Context: an optimization exercise on an open-source flow, tuned for small area and a short achievable clock period. The choices shown serve that exercise and are no tape-out recipe.
In this exercise RTL edits were held to simulation tests only and were not proved equivalent to the original.
Power and IR drop assume default switching activity.

$ cat flow/run.sh
#!/bin/bash
# synth_recipe.tcl (not shown) runs the flow's synth.tcl, then flattens the netlist and writes it again
# the make line also repeats each setting of config.mk as NAME=value (left out here)
make -C /OpenROAD-flow-scripts/flow DESIGN_CONFIG=/design/flow/config.mk WORK_HOME=/design/flow/orfs CLKGATE_MAP_FILE= SYNTH_SCRIPT=/design/flow/synth_recipe.tcl finish
$ cat flow/design.v
module wdt(clk, rst, ena, cnt, out);
input clk, rst, ena, cnt;
output out;
reg [6:0] timer;
wire timer_top = (timer == 7'd127);
reg internal_enable;
assign out = internal_enable && timer_top;
always @(posedge clk) begin
    if(rst) begin
        internal_enable <= 0;
        timer <= 0;
    end
    else if(ena) begin
        internal_enable <= 1;
        timer <= 0;
    end 
    else if(cnt && !timer_top) timer <= timer + 7'd1;
end
endmodule
module stepgen(clk, rst, enable, position, velocity, dirtime, steptime, step, dir, tap);
parameter W=12;
parameter F=10;
parameter T=5;
input clk, rst, enable;
output [W+F-1:0] position; reg [W+F-1:0] position;
input [F:0] velocity;
input [T-1:0] dirtime, steptime;
input [1:0] tap;
output step, dir;
reg step, dir;
reg [T-1:0] timer;
reg [1:0] state;
reg ones;
wire dbit = velocity[F];
wire pbit = (tap == 0 ? position[F] 
			: (tap == 1 ? position[F+1]
			: (tap == 2 ? position[F+2]
			: position[F+3])));
wire [W+F-1:0] xvelocity = {{W{velocity[F]}}, {1{velocity[F-1:0]}}};
always @(posedge clk) begin
	if(rst) begin
		position <= 0;
		state <= 0;
		timer <= 0;
		dir <= 0;
		ones <= 0;
		step <= 0;
	end else if(enable) begin
		if((dir != dbit) && (pbit == ones)) begin
			if(state == 1) begin
				if(timer == 0) begin
					dir <= dbit;
					timer <= dirtime;
					state <= 2;
				end else begin
						timer <= timer - 1'd1;
				end
			end else begin
				if(timer == 0) begin
					step <= 0;
					timer <= dirtime;
					state <= 1;
				end else begin
					timer <= timer - 1'd1;
				end
			end
		end else if(state == 2) begin
			if(timer == 0) begin
				state <= 0;
			end else begin
				timer <= timer - 1'd1;
			end
		end else begin
			if(timer == 0) begin
				if(pbit != ones) begin
					ones <= pbit;
					step <= 1'd1;
					timer <= steptime;
				end else begin
					step <= 0;
				end
			end else begin
				timer <= timer - 1'd1;
			end
			if(dir == dbit) 
					position <= position + xvelocity;
		end
	end
end
endmodule
module quad(clk, rst, A, B, Z, zr, out);
parameter W=14;
input clk, rst, A, B, Z, zr;
reg [(W-1):0] c, i;
reg zl;
output [2*W:0] out;
assign out = { zl, i, c };
reg [2:0] Ad, Bd;
reg [2:0] Zc;
always @(posedge clk) Ad <= rst ? 3'b0 : {Ad[1:0], A};
always @(posedge clk) Bd <= rst ? 3'b0 : {Bd[1:0], B};
wire good_one = &Zc;
wire good_zero = ~|Zc;
reg last_good;
wire index_pulse = good_one && !last_good;
wire count_enable = Ad[1] ^ Ad[2] ^ Bd[1] ^ Bd[2];
wire count_direction = Ad[1] ^ Bd[2];
always @(posedge clk)
if(rst) begin
    Zc <= 0;
    last_good <= 0;
    c <= 0;
    i <= 0;
    zl <= 0;
end else begin
    if(Z && !good_one) Zc <= Zc + 2'b1;
    else if(!good_zero) Zc <= Zc - 2'b1;
    if(good_one) last_good <= 1;
    else if(good_zero) last_good <= 0;
    if(count_enable)
    begin
	if(count_direction) c <= c + 1'd1;
	else c <= c - 1'd1;
    end 
    if(index_pulse) begin
        i <= c;
        zl <= 1;
        end else if(zr) begin
        zl <= 0;
    end
end
endmodule
module pluto_spi_stepper(clk, SCK, MOSI, MISO, SSEL, nRESET, out_en, LED, dout, din, step, dir, quadA, quadB, quadZ, up, down);
parameter W=10;
parameter F=11;
parameter T=4;
parameter QW=14;
input clk;
input SCK, SSEL, MOSI, nRESET;
output MISO;
output LED;
input [12:0] din;
input quadA;
input quadB;
input quadZ;
wire rst = ~nRESET;
output out_en;
assign out_en = ~do_tristate;
reg Spolarity;
reg[13:0] real_dout; output [13:0] dout; assign dout = real_dout;
wire[2:0] real_step; output [2:0] step; assign step = real_step ^ {3{Spolarity}};
wire[2:0] real_dir; output [2:0] dir; assign dir = real_dir;
wire real_up; output up; assign up = real_up;
wire real_down; output down; assign down = real_down;
reg Zpolarity;
wire [W+F-1:0] pos0, pos1, pos2;
reg  [F:0]     vel0, vel1, vel2;
reg [T-1:0] dirtime, steptime;
reg [1:0] tap;
reg [10:0] div2048;
wire stepcnt = ~|(div2048[5:0]);
always @(posedge clk) begin
    if(rst) div2048 <= 0;
    else div2048 <= div2048 + 1'd1;
end
wire do_enable_wdt, do_tristate;
wdt w(clk, rst, do_enable_wdt, &div2048, do_tristate);
stepgen #(W,F,T) s0(clk, rst, stepcnt, pos0, vel0, dirtime, steptime, real_step[0], real_dir[0], tap);
stepgen #(W,F,T) s1(clk, rst, stepcnt, pos1, vel1, dirtime, steptime, real_step[1], real_dir[1], tap);
stepgen #(W,F,T) s2(clk, rst, stepcnt, pos2, vel2, dirtime, steptime, real_step[2], real_dir[2], tap);
wire pwm_at_top;
reg [10:0] pwmcnt;
wire [10:0] top = 11'd2047;
assign pwm_at_top = (pwmcnt == top);
reg [15:0] pwm0;
always @(posedge clk) begin
    if(rst) pwmcnt <= 0;
    else if(pwm_at_top) pwmcnt <= 0;
    else pwmcnt <= pwmcnt + 11'd1;
end
wire [10:0] pwmrev = { 
    pwmcnt[4], pwmcnt[5], pwmcnt[6], pwmcnt[7], pwmcnt[8], pwmcnt[9],
    pwmcnt[10], pwmcnt[3:0]};
wire [10:0] pwmcmp0 = pwm0[14] ? pwmrev : pwmcnt;    
wire pwmact0 = pwm0[10:0] > pwmcmp0;
assign real_up = pwm0[12] ^ (pwm0[15] ? 1'd0 : pwmact0);
assign real_down = pwm0[13] ^ (~pwm0[15] ? 1'd0 : pwmact0);
reg qtest;
wire [2*QW:0] quad0;
wire qr0 = 1'b0;	 
quad q0(clk, rst, quadA, quadB, quadZ^Zpolarity, qr0, quad0);
reg [2:0] SCKr;
always @(posedge clk) SCKr <= rst ? 3'b0 : {SCKr[1:0], SCK};
wire SCK_risingedge = (SCKr[2:1]==2'b01);   
wire SCK_fallingedge = (SCKr[2:1]==2'b10);   
wire SCK_high = SCKr[1];   
reg [2:0] SSELr;
always @(posedge clk) SSELr <= rst ? 3'b0 : {SSELr[1:0], SSEL};
wire SSEL_active = ~SSELr[1];   
wire SSEL_startmessage = (SSELr[2:1]==2'b10);   
wire SSEL_endmessage = (SSELr[2:1]==2'b01);   
wire MOSI_data = MOSI;
reg [2:0] bitcnt;
reg byte_received;   
reg [4:0] spibytecnt;
reg [7:0] data_recvd;
reg [7:0] data_sent;
reg [7:0] data_outbuf;
always @(posedge clk) begin
	if(rst) begin
		bitcnt <= 0;
		byte_received <= 0;
		spibytecnt <= 0;
		data_recvd <= 0;
		data_sent <= 0;
	end else begin
	if(SSEL_startmessage) begin
		bitcnt <= 3'b000;
		spibytecnt <= 5'b00000;
	end
	if(SSEL_active) begin
		if(SCK_risingedge) begin
			data_recvd <= {data_recvd[6:0], MOSI_data};
			bitcnt <= bitcnt + 3'b001;
			if(bitcnt==3'b000)
				data_sent <= data_outbuf;
		end
		else if(SCK_fallingedge) begin
			data_sent <= {data_sent[6:0], 1'b0};
			if(bitcnt==3'b000) begin
				spibytecnt <= spibytecnt + 5'b00001;
			end
		end
		byte_received <= SCK_risingedge && (bitcnt==3'b111);
	end
	end
end
assign MISO = data_sent[7];   
reg [7:0] data_inbuf;
always @(posedge clk) begin
	if(rst) begin
		data_outbuf <= 0;
		data_inbuf <= 0;
		vel0 <= 0;
		vel1 <= 0;
		vel2 <= 0;
		pwm0 <= 0;
		real_dout <= 0;
		tap <= 0;
		steptime <= 0;
		Spolarity <= 0;
		dirtime <= 0;
		Zpolarity <= 0;
	end else if(SSEL_active) begin
		if(spibytecnt == 5'b00000) begin	 
			data_outbuf <= pos0[7:0];
			if(byte_received)
				data_inbuf <= data_recvd;	 
		end
		else if(spibytecnt == 5'b00001) begin	 
			data_outbuf <= pos0[15:8];
			if(byte_received)
				vel0 <= {data_recvd,data_inbuf};	 
		end
		else if(spibytecnt == 5'b00010) begin	 
			data_outbuf <= pos0[W+F-1:16];
			if(byte_received)
				data_inbuf <= data_recvd;	 
		end
		else if(spibytecnt == 5'b00011) begin	 
			data_outbuf <= 8'b0;
			if(byte_received)
				vel1 <= {data_recvd,data_inbuf};	 
		end
		else if(spibytecnt == 5'b00100) begin	 
			data_outbuf <= pos1[7:0];
			if(byte_received)
				data_inbuf <= data_recvd;	 
		end
		else if(spibytecnt == 5'b00101) begin	 
			data_outbuf <= pos1[15:8];
			if(byte_received)
				vel2 <= {data_recvd,data_inbuf};	 
		end
		else if(spibytecnt == 5'b00110) begin	 
			data_outbuf <= pos1[W+F-1:16];
			if(byte_received)
				data_inbuf <= data_recvd;	 
		end
		else if(spibytecnt == 5'b00111) begin	 
			data_outbuf <= 8'b0;
			if(byte_received)
				pwm0 <= {data_recvd,data_inbuf};	 
		end
		else if(spibytecnt == 5'b01000)  begin	 
			data_outbuf <= pos2[7:0];
			if(byte_received)
				data_inbuf <= data_recvd;	 
		end
		else if(spibytecnt == 5'b01001) begin	 
			data_outbuf <= pos2[15:8];
			if(byte_received) begin
				real_dout <= {data_recvd[5:0],data_inbuf};	 
			end
		end
		else if(spibytecnt == 5'b01010) begin	 
			data_outbuf <= pos2[W+F-1:16];
			if(byte_received)
				data_inbuf <= data_recvd;
		end
		else if(spibytecnt == 5'b01011) begin	 
			data_outbuf <= 8'b0;
			if(byte_received) begin
				tap <= data_recvd[7:6];
				steptime <= data_recvd[T-1:0];
				Spolarity <= data_inbuf[7];
				dirtime <= data_inbuf[T-1:0];
			end
		end
		else if(spibytecnt == 5'b01100) data_outbuf <= quad0[7:0];
		else if(spibytecnt == 5'b01101) data_outbuf <= quad0[15:8];
		else if(spibytecnt == 5'b01110) data_outbuf <= quad0[23:16];
		else if(spibytecnt == 5'b01111)  begin	 
			data_outbuf <= {4'b0, quad0[27:24]};
			if(byte_received) begin
				Zpolarity <= data_recvd[7];	 
			end
		end
		else if(spibytecnt == 5'b10000) data_outbuf <= din[7:0];
		else if(spibytecnt == 5'b10001) data_outbuf <= {quadA, quadB, quadZ, din[12:8]};
		else if(spibytecnt == 5'b10010) data_outbuf <= 8'b0;
		else if(spibytecnt == 5'b10011) data_outbuf <= 8'b0;
		else data_outbuf <= spibytecnt;
	end
end
assign LED = real_step[0] ^ real_dir[0];
assign do_enable_wdt = data_recvd[6] & (spibytecnt == 5'b01001) & byte_received;
endmodule
$ cat flow/config.mk
export PLATFORM = sky130hd
export DESIGN_NAME = pluto_spi_stepper
export DESIGN_NICKNAME = pluto_spi_stepper
export VERILOG_FILES = /design/flow/design.v
export SDC_FILE = /design/flow/constraint.sdc
export NUM_CORES = 4
export LEC_CHECK = 0
export CAP_MARGIN = 20
export CORE_MARGIN = 2
export CORE_UTILIZATION = 40
export SLEW_MARGIN = 20
$ cat flow/constraint.sdc
create_clock -name core_clock -period 8.0 [get_ports {clk}]
set_input_delay 1.6000 -clock core_clock [delete_from_list [all_inputs] [get_ports {clk}]]
set_output_delay 1.6000 -clock core_clock [all_outputs]
set_load 0.01 [all_outputs]
==> notes.md <==
==> flip-flops by register name, summed over array words and instances, names as in the netlist, 5 cells and up <==
signal       count
vel1            12
data_inbuf       8
pwm0            15
vel2            12
w.timer          7
data_outbuf      8
s1.position     21
s0.position     21
data_recvd       8
pwmcnt          11
spibytecnt       5
div2048         11
q0.c            14
data_sent        8
real_dout       14
s2.position     21
q0.i            14
vel0            12
==> power breakdown <==
group          internal, uW  switching (uW)
registers              1460            72.2
logic                   255             336
clock network           901             635
total                  2610            1040
==> kinds of logic after synthesis <==
| group | after synthesis |
|---|---|
| adders and majority gates | 103 |
| DFF | 282 |
| buffers and inverters | 154 |
| AOI/OAI and AO/OA | 518 |
| muxes | 72 |
| xor gates and xnor gates | 90 |
| and+or+nand+nor | 802 |
==> cell type report <==
cell class | count | share of cell area (%)
Multi-Input combinational cell | 1585 | 56.1
Sequential cell | 282 | 30.3
Clock buffer | 46 | 5.31
Tap cell | 532 | 3.58
Timing Repair Buffer | 60 | 3.10
Inverter | 51 | 1.03
Clock inverter | 10 | 0.525
==> cells in the final DEF (no fill, tap or decap), types with 20 or more instances in the layout <==
cell,Yosys,layout
a21boi_0,92,92
nand2b_1,30,30
nor2b_1,83,83
and2_1,57,57
a22oi_1,20,20
xnor2_1,44,44
o21ai_0,109,109
clkbuf_16,0,36
dfxtp_1,282,282
nor3_1,43,42
a31oi_1,20,20
nand2_1,316,316
mux2i_1,68,68
ha_1,98,98
xor2_1,43,43
a21o_1,23,23
clkdlybuf4s50_1,0,44
nand3_1,58,58
inv_1,49,49
nor2_1,115,115
a21oi_1,92,92
==> through the flow <==
step	setup WS, ps	cell area (um2)	power, uW	hold slack, ps
CTS	3180	18600	3690	432
finish	3220	18600	3660	431
global route	2950	18600	3830	450
detailed placement	3780	17500	2150	419
global placement	3790	17500	2130	415
floorplan	4350	16800	2000	412
==> worst max-delay path, stage by stage, from the launching register on <==
cell,delay (ps)
dfxtp_1,520
mux2i_1,240
ha_1,290
a2111oi_0,390
nand2_1,100
a41oi_1,290
nor3b_1,110
xor2_1,140
clkdlybuf4s50_1,550
==> worst min-delay path by stage <==
| stage | start | end | slack, ps | cells after the start |
|---|---|---|---|---|
| after floorplan | SCKr[0]$_SDFF_PN0_ | SCKr[1]$_SDFF_PN0_ | 410 | 1 |
| after global placement | q0.Ad[0]$_SDFF_PN0_ | q0.Ad[1]$_SDFF_PN0_ | 410 | 1 |
| after detailed placement | SSELr[0]$_SDFF_PN0_ | SSELr[1]$_SDFF_PN0_ | 420 | 1 |
| after CTS | SSELr[0]$_SDFF_PN0_ | SSELr[1]$_SDFF_PN0_ | 430 | 1 |
| after global routing | SSELr[0]$_SDFF_PN0_ | SSELr[1]$_SDFF_PN0_ | 450 | 1 |
| final | SSELr[0]$_SDFF_PN0_ | SSELr[1]$_SDFF_PN0_ | 430 | 1 |
==> metal layers <==
| metal | routed length (um) | global-route usage, % |
|---|---|---|
| met4 | 1490 | 7.41 |
| met5 | 0 | 0 |
| met1 | 20900 | 27.0 |
| met3 | 2220 | 3.55 |
| met2 | 20400 | 33.1 |
==> reports/qor.yml <==
drc: 0
peakVddDrop_uv: 197
vias: 14171
yosysSeqAreaShare_pct: 33.7
setup_tns_ps: 0
numClockSinks: 282
hold_viol: 0
grt_pass1_wl_mm: 71.5
drt.antenna.violating_nets: 0
antenna_found_initial: 0
p_per_area_nw_per_um2: 197
critPathLaunchType: "register"
status: "no timing/DRC/antenna violations"
setup_viol: 0
drive_above_1_share_pct: 6.10
slew_viol_final: 0
fillCellCount: 4076
cts_setup_buffers: 0
wl_per_cell_um: 17.6
nets: 2140
dpl.hpwl_mm: 32.1
rr_endpoint: "tap[1]$_SDFFE_PN0P_"
rsz0062_at_grt: "false"
die_area_um2: 43500
drt-total-wl_mm: 45.1
dp.cells: 2510
synthMuxAreaShare_pct: 4.53
yosys.area_share.simple_pct: 23.8
hp-class: "reg2reg"
cts-buffers-inserted: 36
synth_nets: 2145
synth_most_common_cell: "nand2_1"
synth_area_leaders: "dfxtp_1, ha_1, nand2_1, a21boi_0, mux2i_1"
clock_latency_ps: 550
min_period_ps: 4780
grt_max_degree: 167
die_w_um: 209
critPathMaxFanout: 7
crit_arrival_ps: 3180
ctsHoldBuffers: 0
track_usage_pct: 20.3
gp_congestion: 0.902
fin_crit_sh_pct: 59.7
synthCells: 2021
r2r_cells: 10
via_per_inst: 5.52
crit_path_end: "down"
r2r-start: "spibytecnt[0]$_SDFF_PN0_"
instances_no_fill: 2566
io_buffers: 45
first_iter_violations: 961
regArea_um2: 5650
tightest_slew_ps: 1140
finalClockSkew_ps: 30.2
ioPinCount: 46
crit_type: "reg2out"
synthToLayoutAreaGrowth_pct: 11.0
synth_top_area_share_pct: 33.7
synth_area_leader_cell: "dfxtp_1"
synthXorXnorAreaFrac_pct: 4.91
die_h_um: 209
drv_cap: 0
grt-ovfl-total: 0
clkSlewWorstSetupHoldPaths_ps: 60
rows: 74
synth_area_um2: 16800
synth_fa_ha_area_share_pct: 7.92
cp.required_ps: 6400
synth_compound_area_share_pct: 21.1
synth_cell_type_count: 105
grt_pass1_vias: 13299
clockBufferDepth: 3
synth_edf_count: 0
cp-end-kind: "output pin"
firstDrtPassIters: 5
initial_core_util_pct: 40.8
synth_common_cells: "nand2_1, dfxtp_1, nor2_1"
multi_input_area_um2: 10400
antenna_cells: 0
synth_top_family_by_area: "simple AND/OR/NAND/NOR gates"
ys_warn_count: 4
slew_headroom_pct: 23.4
r2r_slack_ps: 4520
cts_root_buffer: "clkbuf_16"
synthFlopType: "dfxtp_1"
synth-seq-cells: 282
cts_tree: "yes"
post_cts_resized: 0
syn_area_per_cell_um2: 8.29
htreeDepth: 2
async_flop_share_pct: 0
setup.worst_path.start: "pwm0[14]$_SDFFE_PN0P_"
p_leak_uw: 0.00740
utilization_pct: 45.3
fmax_mhz: 209
core_area_um2: 41100

afterwards: timing with drivers on the ports:
How much do the figures lean on ideal ports? The routed layout below was timed once more, with nothing changed but the port constraints. Step 1, drivers: a clkbuf_16 drives clk and a buf_2 each remaining input, both assumed. Step 2 also shifts input and output timing later by t, the mid clock arrival at the registers, as if the neighbouring blocks saw the same clock. a / b / c = ideal / step 1 / step 2; a / b = the first two.
t (ns): 0.597
slack for setup (ns): 3.222 / 3.168 / 3.764
worst setup path at the end: register to output
latest minus earliest clock arrival (ns): 0.035 / 0.035
After both steps setup and hold are still met in this run. The setup slack of this run moves by -0.054 ns with the drivers and by +0.542 ns with both steps.
